Source: an optimization exercise on an open RTL-to-GDS flow (aim: small area). Production flows keep margins and buffers that such runs may drop. The RTL was checked by simulation tests, not by an equivalence proof against the original design. Power figures rest on the tool's default switching activity, not on a simulated workload.

Design reaction_main, start of the top module:
module reaction_main(
  input clock, reset, start, stop, ave, ave2,
  output led,
  output [3:0] an,
  output a, b, c, d, e, f, g, dp
  );
reg dffstr1, dffstr2, dffstp1, dffstp2;
always @(posedge clock) begin
  dffstr1 <= start;
  dffstr2 <= dffstr1;
  dffstp1 <= stop;
  dffstp2 <= dffstp1;
end
wire db_start = ~dffstr1 & dffstr2;
wire db_stop  = ~dffstp1 & dffstp2;
reg q0, q1, q2;
reg [28:0] r;
localparam [28:0] TERM = 29'd500000000;
localparam [28:0] INIT = (TERM & 29'h1F000000) | (29'd6 << 20) | (29'd2 << 17)
                       | (29'd6 << 13) | (29'd6 << 9) | 29'd11;
localparam [28:0] SETM = INIT & ~(TERM + 29'd1);
localparam [28:0] CLRM = ~INIT & (TERM + 29'd1);
wire eq      = (r == TERM);
wire idle    = ~q0 & ~q1;
wire startng = q0 & ~q1;
wire run     = q1 & (q0 | ~q2);
wire shift   = idle & ~db_start;
wire load    = startng & eq;
wire [29:0] cy;
wire [7:0] gc;
assign gc[0] = startng | run;
genvar i, j;
generate for (j = 0; j < 8; j = j + 1) begin : grp
  if (j < 7) begin : skip
    assign gc[j+1] = gc[j] & (&r[4*j+3:4*j]);
  end
  assign cy[4*j] = gc[j];
  for (i = 4*j; i < 4*j+3 && i < 28; i = i + 1) begin : rip
    assign cy[i+1] = cy[i] & r[i];
  end
end endgenerate
assign cy[29] = cy[28] & r[28];
wire wt = q1 & cy[9];
wire w0 = q1 & cy[13];
wire w1 = q1 & cy[17];
wire w2 = q1 & cy[20];
wire w3 = q1 & cy[24];
wire [28:0] corr = {5'b0, 1'b0, w3, w3, 1'b0, 1'b0, w2, 1'b0,
                    1'b0, w1, w1, 1'b0, 1'b0, w0, w0, 1'b0,
                    5'b0, wt, 1'b0, wt, wt};
wire [28:0] inc = ((r ^ cy[28:0]) | corr | (SETM & {29{load}})) & ~(CLRM & {29{load}});
always @(posedge clock or posedge reset) begin
  if (reset) begin
    r  <= 29'hF;
    q0 <= 1'b0;
    q1 <= 1'b0;
    q2 <= 1'b0;
  end else begin
    r  <= shift ? {r[27:0], r[28] ^ r[26]} : inc;
    q0 <= ~q1 & (q0 | db_start);
    q1 <= q1 | (q0 & eq);
    q2 <= idle ? ave : (q1 ? (~q0 & (q2 | db_stop)) : q2);
  end
end
assign led = (q1 | (q0 & eq)) & ~db_stop;
muxer display (
  ...
export LEC_CHECK = 0
export CAP_MARGIN = 20
export CORE_MARGIN = 2
export CORE_UTILIZATION = 65
export SLEW_MARGIN = 20
export BUFFER_PORTS_ARGS = -buffer_cell sky130_fd_sc_hd__buf_1
export CTS_ARGS = -sink_clustering_enable -repair_clock_nets -dont_use_dummy_load
create_clock -name core_clock -period 6.0 [get_ports {clock}]
standard.sh (not shown) runs the stock make flow with config.mk's settings and CLKGATE_MAP_FILE= SYNTH_SCRIPT=/design/flow/synth_recipe.tcl, a recipe that flattens the netlist after the stock synthesis.
==> flow/flow/run.sh <==
#!/bin/bash
# The standard layout (the standard.sh) with two changes:
#  - the port buffers are the smallest buffer cell (buf_1);
#  - clock tree synthesis adds no dummy loads.
# Each tool's output stays in the ORFS logs under orfs/logs; make's own
# output goes to standard.log.
set -e
echo 'export BUFFER_PORTS_ARGS = -buffer_cell sky130_fd_sc_hd__buf_1' >> config.mk
echo 'export CTS_ARGS = -sink_clustering_enable -repair_clock_nets -dont_use_dummy_load' >> config.mk
bash standard.sh > standard.log 2>&1
The starting point passed the timing, DRC and antenna checks.
Rerun with:
==> flow/run.sh (new file) <==
#!/bin/bash
# synth_recipe.tcl (not shown) runs the flow's synth.tcl, then flattens the netlist and writes it again
# the make line also repeats each setting of config.mk as NAME=value (left out here)
make -C /OpenROAD-flow-scripts/flow DESIGN_CONFIG=/design/flow/config.mk WORK_HOME=/design/flow/orfs CLKGATE_MAP_FILE= SYNTH_SCRIPT=/design/flow/synth_recipe.tcl finish
- BUFFER_PORTS_ARGS: -buffer_cell sky130_fd_sc_hd__buf_1 -> default
- CORE_UTILIZATION: 65 -> 40
- CTS_ARGS: -sink_clustering_enable -repair_clock_nets -dont_use_dummy_load -> default
removed: flow/flow/run.sh
removed: flow/standard.sh
Effect: The changed run finished with timing, DRC and antenna clean. Worst setup slack got worse by 0.79 ns. Power rose by 8.5%. Combinational power rose by about 5%.
Rerun with:
- GPL_TIMING_DRIVEN: default -> 0
Effect: Via count rises by about 5%. Design area is higher by about 2%. Routed wire length grows by 10%. Clock power barely changes. First-iteration DRC count decreases by 34%. Worst setup slack got worse by 0.020 ns. Synthesized area stays the same. Clock-buffer cell count does not change. Flip-flop and latch count does not change.
Rerun with:
==> flow/flow/run.sh (new file) <==
#!/bin/bash
# The standard layout (the standard.sh) with three changes:
#  - after floorplanning, each combinational cell that synthesis sized up is
#    swapped for the smallest cell of its family (flow/downsize.tcl); the
#    placement and CTS repair steps size up again where timing needs it;
#  - the port buffers are the smallest buffer cell (buf_1);
#  - clock tree synthesis adds no dummy loads.
# Each tool's output stays in the ORFS logs under orfs/logs; make's own
# output goes to standard.log.
set -e
echo "export POST_FLOORPLAN_TCL = $PWD/flow/downsize.tcl" >> config.mk
echo 'export BUFFER_PORTS_ARGS = -buffer_cell sky130_fd_sc_hd__buf_1' >> config.mk
echo 'export CTS_ARGS = -sink_clustering_enable -repair_clock_nets -dont_use_dummy_load' >> config.mk
bash standard.sh > standard.log 2>&1
==> flow/flow/downsize.tcl (new file) <==
# Swap each combinational standard cell for the smallest cell of its family
# (same function and pins, another drive strength).  Registers, clock
# cells, tie cells and physical cells keep theirs.  Later repair steps
# upsize again where timing, slew or capacitance need it.
proc ds_dont_use { name } {
  foreach pat $::env(DONT_USE_CELLS) {
    if { [string match $pat $name] } { return 1 }
  }
  return 0
}
set ds_db [ord::get_db]
set ds_count 0
set ds_saved 0
foreach ds_inst [[ord::get_db_block] getInsts] {
  set ds_master [$ds_inst getMaster]
  set ds_name [$ds_master getName]
  if { ![regexp {^(sky130_fd_sc_hd__)([a-z0-9]+)_([0-9]+)$} $ds_name -> ds_pfx ds_base ds_drv] } { continue }
  if { [regexp {^(df|edf|sdf|sedf|dl|tap|fill|decap|conb|clk|lpflow|probe|diode)} $ds_base] } { continue }
  set ds_best $ds_master
  foreach ds_d {0 1 2 3 4 6 8 12 16} {
    set ds_cand [$ds_db findMaster "${ds_pfx}${ds_base}_${ds_d}"]
    if { $ds_cand == "NULL" || $ds_cand == "" } { continue }
    if { [ds_dont_use [$ds_cand getName]] } { continue }
    if { [$ds_cand getWidth] < [$ds_best getWidth] } { set ds_best $ds_cand }
  }
  if { $ds_best != $ds_master } {
    set ds_saved [expr { $ds_saved + [$ds_master getWidth] - [$ds_best getWidth] }]
    $ds_inst swapMaster $ds_best
    incr ds_count
  }
}
puts "downsize: swapped $ds_count cells, width saved [expr { $ds_saved / 1000.0 }] um"
==> flow/standard.sh (new file) <==
#!/bin/bash
# synth_recipe.tcl (not shown) runs the flow's synth.tcl, then flattens the netlist and writes it again
# the make line also repeats each setting of config.mk as NAME=value (left out here)
make -C /OpenROAD-flow-scripts/flow DESIGN_CONFIG=/design/flow/config.mk WORK_HOME=/design/flow/orfs CLKGATE_MAP_FILE= SYNTH_SCRIPT=/design/flow/synth_recipe.tcl "${@:-finish}"
- BUFFER_PORTS_ARGS: default -> -buffer_cell sky130_fd_sc_hd__buf_1
- CTS_ARGS: default -> -sink_clustering_enable -repair_clock_nets -dont_use_dummy_load
- GPL_TIMING_DRIVEN: 0 -> default
- POST_FLOORPLAN_TCL: default -> /design/flow/flow/downsize.tcl
removed: flow/run.sh
Effect: Wire length came out lower by roughly a tenth. Via count came out lower by a few percent. Clock power came out lower by a quarter to a third. Utilization came out lower by 3.9 points. Worst setup slack improves by 0.45 ns. Final area came out lower by a little under a tenth.

========
## build 74
Starting RTL as in the previous note.
clock: 6.0 ns
lec_check: 0
cap_margin: 20
core_margin: 2
core_utilization: 40
slew_margin: 20
buffer_ports_args: -buffer_cell sky130_fd_sc_hd__buf_1
cts_args: -sink_clustering_enable -repair_clock_nets -dont_use_dummy_load
==> flow/flow/run.sh <==
#!/bin/bash
# The standard layout (the standard.sh) with two changes:
#  - the port buffers are the smallest buffer cell (buf_1);
#  - clock tree synthesis adds no dummy loads.
# Each tool's output stays in the ORFS logs under orfs/logs; make's own
# output goes to standard.log.
set -e
echo 'export BUFFER_PORTS_ARGS = -buffer_cell sky130_fd_sc_hd__buf_1' >> config.mk
echo 'export CTS_ARGS = -sink_clustering_enable -repair_clock_nets -dont_use_dummy_load' >> config.mk
bash standard.sh > standard.log 2>&1
Build 74 completed; timing, DRC and antenna clean
The inputs of build 62 differ from those of build 74 as listed below.
- putting POST_FLOORPLAN_TCL at /design/flow/flow/downsize.tcl where nothing was set
- putting GPL_TIMING_DRIVEN at 0 where nothing was set
==> flow/flow/run.sh <==
#!/bin/bash
# The standard layout (the standard.sh) with three changes:
#  - after floorplanning, each combinational cell that synthesis sized up is
#    swapped for the smallest cell of its family (flow/downsize.tcl); the
#    placement and CTS repair steps size up again where timing needs it;
#  - the port buffers are the smallest buffer cell (buf_1);
#  - clock tree synthesis adds no dummy loads.
# Each tool's output stays in the ORFS logs under orfs/logs; make's own
# output goes to standard.log.
set -e
echo "export POST_FLOORPLAN_TCL = $PWD/flow/downsize.tcl" >> config.mk
echo 'export BUFFER_PORTS_ARGS = -buffer_cell sky130_fd_sc_hd__buf_1' >> config.mk
echo 'export CTS_ARGS = -sink_clustering_enable -repair_clock_nets -dont_use_dummy_load' >> config.mk
bash standard.sh > standard.log 2>&1
==> flow/flow/downsize.tcl (new file) <==
# Swap each combinational standard cell for the smallest cell of its family
# (same function and pins, another drive strength).  Registers, clock
# cells, tie cells and physical cells keep theirs.  Later repair steps
# upsize again where timing, slew or capacitance need it.
proc ds_dont_use { name } {
  foreach pat $::env(DONT_USE_CELLS) {
    if { [string match $pat $name] } { return 1 }
  }
  return 0
}
set ds_db [ord::get_db]
set ds_count 0
set ds_saved 0
foreach ds_inst [[ord::get_db_block] getInsts] {
  set ds_master [$ds_inst getMaster]
  set ds_name [$ds_master getName]
  if { ![regexp {^(sky130_fd_sc_hd__)([a-z0-9]+)_([0-9]+)$} $ds_name -> ds_pfx ds_base ds_drv] } { continue }
  if { [regexp {^(df|edf|sdf|sedf|dl|tap|fill|decap|conb|clk|lpflow|probe|diode)} $ds_base] } { continue }
  set ds_best $ds_master
  foreach ds_d {0 1 2 3 4 6 8 12 16} {
    set ds_cand [$ds_db findMaster "${ds_pfx}${ds_base}_${ds_d}"]
    if { $ds_cand == "NULL" || $ds_cand == "" } { continue }
    if { [ds_dont_use [$ds_cand getName]] } { continue }
    if { [$ds_cand getWidth] < [$ds_best getWidth] } { set ds_best $ds_cand }
  }
  if { $ds_best != $ds_master } {
    set ds_saved [expr { $ds_saved + [$ds_master getWidth] - [$ds_best getWidth] }]
    $ds_inst swapMaster $ds_best
    incr ds_count
  }
}
puts "downsize: swapped $ds_count cells, width saved [expr { $ds_saved / 1000.0 }] um"
Results
- According to the power report, total power for build 62 is lower than for build 74.
- On met2 layer wire length in the routed design, the higher figure sits with build 62, not build 74.
- Of the two values seen for standard cell with the maximum stage delay on the critical path, sky130_fd_sc_hd__a32oi_1 was produced by build 62 and sky130_fd_sc_hd__a32oi_4 by build 74.
- Build 74 has a higher combinational share of power than build 62.
- No run among build 62 and build 74 stopped early or left any final violation; all are clean.
- Build 62 vs build 74: worst slack at placement down in build 62
- Build 62 vs build 74, wire length went up by about 4.7%.
- Build 62 vs. build 74: die area essentially unchanged, area of the placeable core essentially unchanged.
- Compared to build 74, build 62 has final instance count without filler cells about 2.5% higher.
- Compared with build 74, build 62 degrades register-to-register slack.
- Taking build 74 as the reference point, the cell-internal power of build 62 falls by 0.62%.
Relative to build 62, the following input files were edited for build 96:
- CTS_ARGS no longer set, was -sink_clustering_enable -repair_clock_nets -dont_use_dummy_load
- GPL_TIMING_DRIVEN no longer set, was 0
- POST_FLOORPLAN_TCL no longer set, was /design/flow/flow/downsize.tcl
==> flow/flow/run.sh <==
#!/bin/bash
# Standard layout, with the port buffers made from the smallest buffer cell.
set -e
cp standard.sh standard.sh.txt
cp config.mk config.mk.orig.txt
echo 'export BUFFER_PORTS_ARGS = -buffer_cell sky130_fd_sc_hd__buf_1' >> config.mk
bash standard.sh > standard.log 2>&1
removed: flow/flow/downsize.tcl
[summary]
- Build 96 finished end to end and its layout was clean on timing, DRC and antenna.
- Build 62: full flow OK, the timing, DRC and antenna checks passed
- Well tap count came out exactly the same in build 62 and build 96.
- Build 96: non-clock buffer count is 33% lower than what build 62 reported.
- Count of H-tree levels built during CTS came out exactly the same in build 62 and build 96.
- Compared with build 62, build 96 shows cell total after placement that has gone down by a few percent.
- Build 62 → build 96: achievable frequency saw an increase, routed wire length saw a decrease, fill cell instance count of the final layout saw a decrease.
Inputs modified between build 96 and build 90:
- BUFFER_PORTS_ARGS: -buffer_cell sky130_fd_sc_hd__buf_1 -> unset
- CORE_UTILIZATION: 40 -> 65
==> flow/run.sh (new file) <==
#!/bin/bash
# synth_recipe.tcl (not shown) runs the flow's synth.tcl, then flattens the netlist and writes it again
# the make line also repeats each setting of config.mk as NAME=value (left out here)
make -C /OpenROAD-flow-scripts/flow DESIGN_CONFIG=/design/flow/config.mk WORK_HOME=/design/flow/orfs CLKGATE_MAP_FILE= SYNTH_SCRIPT=/design/flow/synth_recipe.tcl finish
removed: flow/flow/run.sh
removed: flow/standard.sh
[summary]
- Re core area: build 90 is about 37% down on build 96.
- Measured against each other, build 96 and build 90 differ in first-iteration DRC count, the higher figure coming from build 90.
- Higher wire length on met3 was reported by build 90, not build 96.
- Overall via count from detail_route sits higher in build 90 than in build 96.
- Build 96 vs build 90, cell with the largest stage delay on the worst path: sky130_fd_sc_hd__or3_1 vs sky130_fd_sc_hd__clkdlybuf4s50_1
- Count of inserted tapcells ended up about 46% lower on build 90 than on build 96.
- Build 90 vs. build 96: wire length on met1 lost 290 microns, combinational power share grew by 1.6 points, final period demand of the worst path rose by 0.74 ns, clock transition at the registers of the reported paths neither gained nor lost much.

==> what the ideal ports hide <==
How much do the figures lean on ideal ports? The routed layouts below were timed once more, with nothing changed but the port constraints.
Step 1, drivers: a clkbuf_16 drives clock and a buf_2 each remaining input, both assumed.
Step 2 adds t to the input delays and takes it off the output delays; t is the mean of the earliest and latest rising clock arrival at the registers after step 1. Input paths then give back, and output paths get back, about the clock's delay inside the block.
a / b / c = ideal / step 1 / step 2; a / b = the first two.
run | shift t [ns] | setup WS [ns] | pins driven straight from the clock port
the first run of note 1 | 0.323 | 2.103 / 2.079 / 2.079 | 1
the second run of note 1 | 0.330 | 1.313 / 1.291 / 1.291 | 1
the third run of note 1 | 0.340 | 1.293 / 1.271 / 1.271 | 1
the fourth run of note 1 | 0.329 | 1.744 / 1.723 / 1.723 | 1
build 74 | 0.331 | 2.070 / 2.047 / 2.047 | 1
build 62 | 0.333 | 1.759 / 1.737 / 1.737 | 1
build 96 | 0.341 | 2.060 / 2.037 / 2.037 | 1
build 90 | 0.338 | 1.324 / 1.298 / 1.298 | 1
After both steps every run listed still meets setup and hold. The setup slack of build 90, which loses most, moves by -0.026 ns with the drivers and by -0.026 ns with both steps.
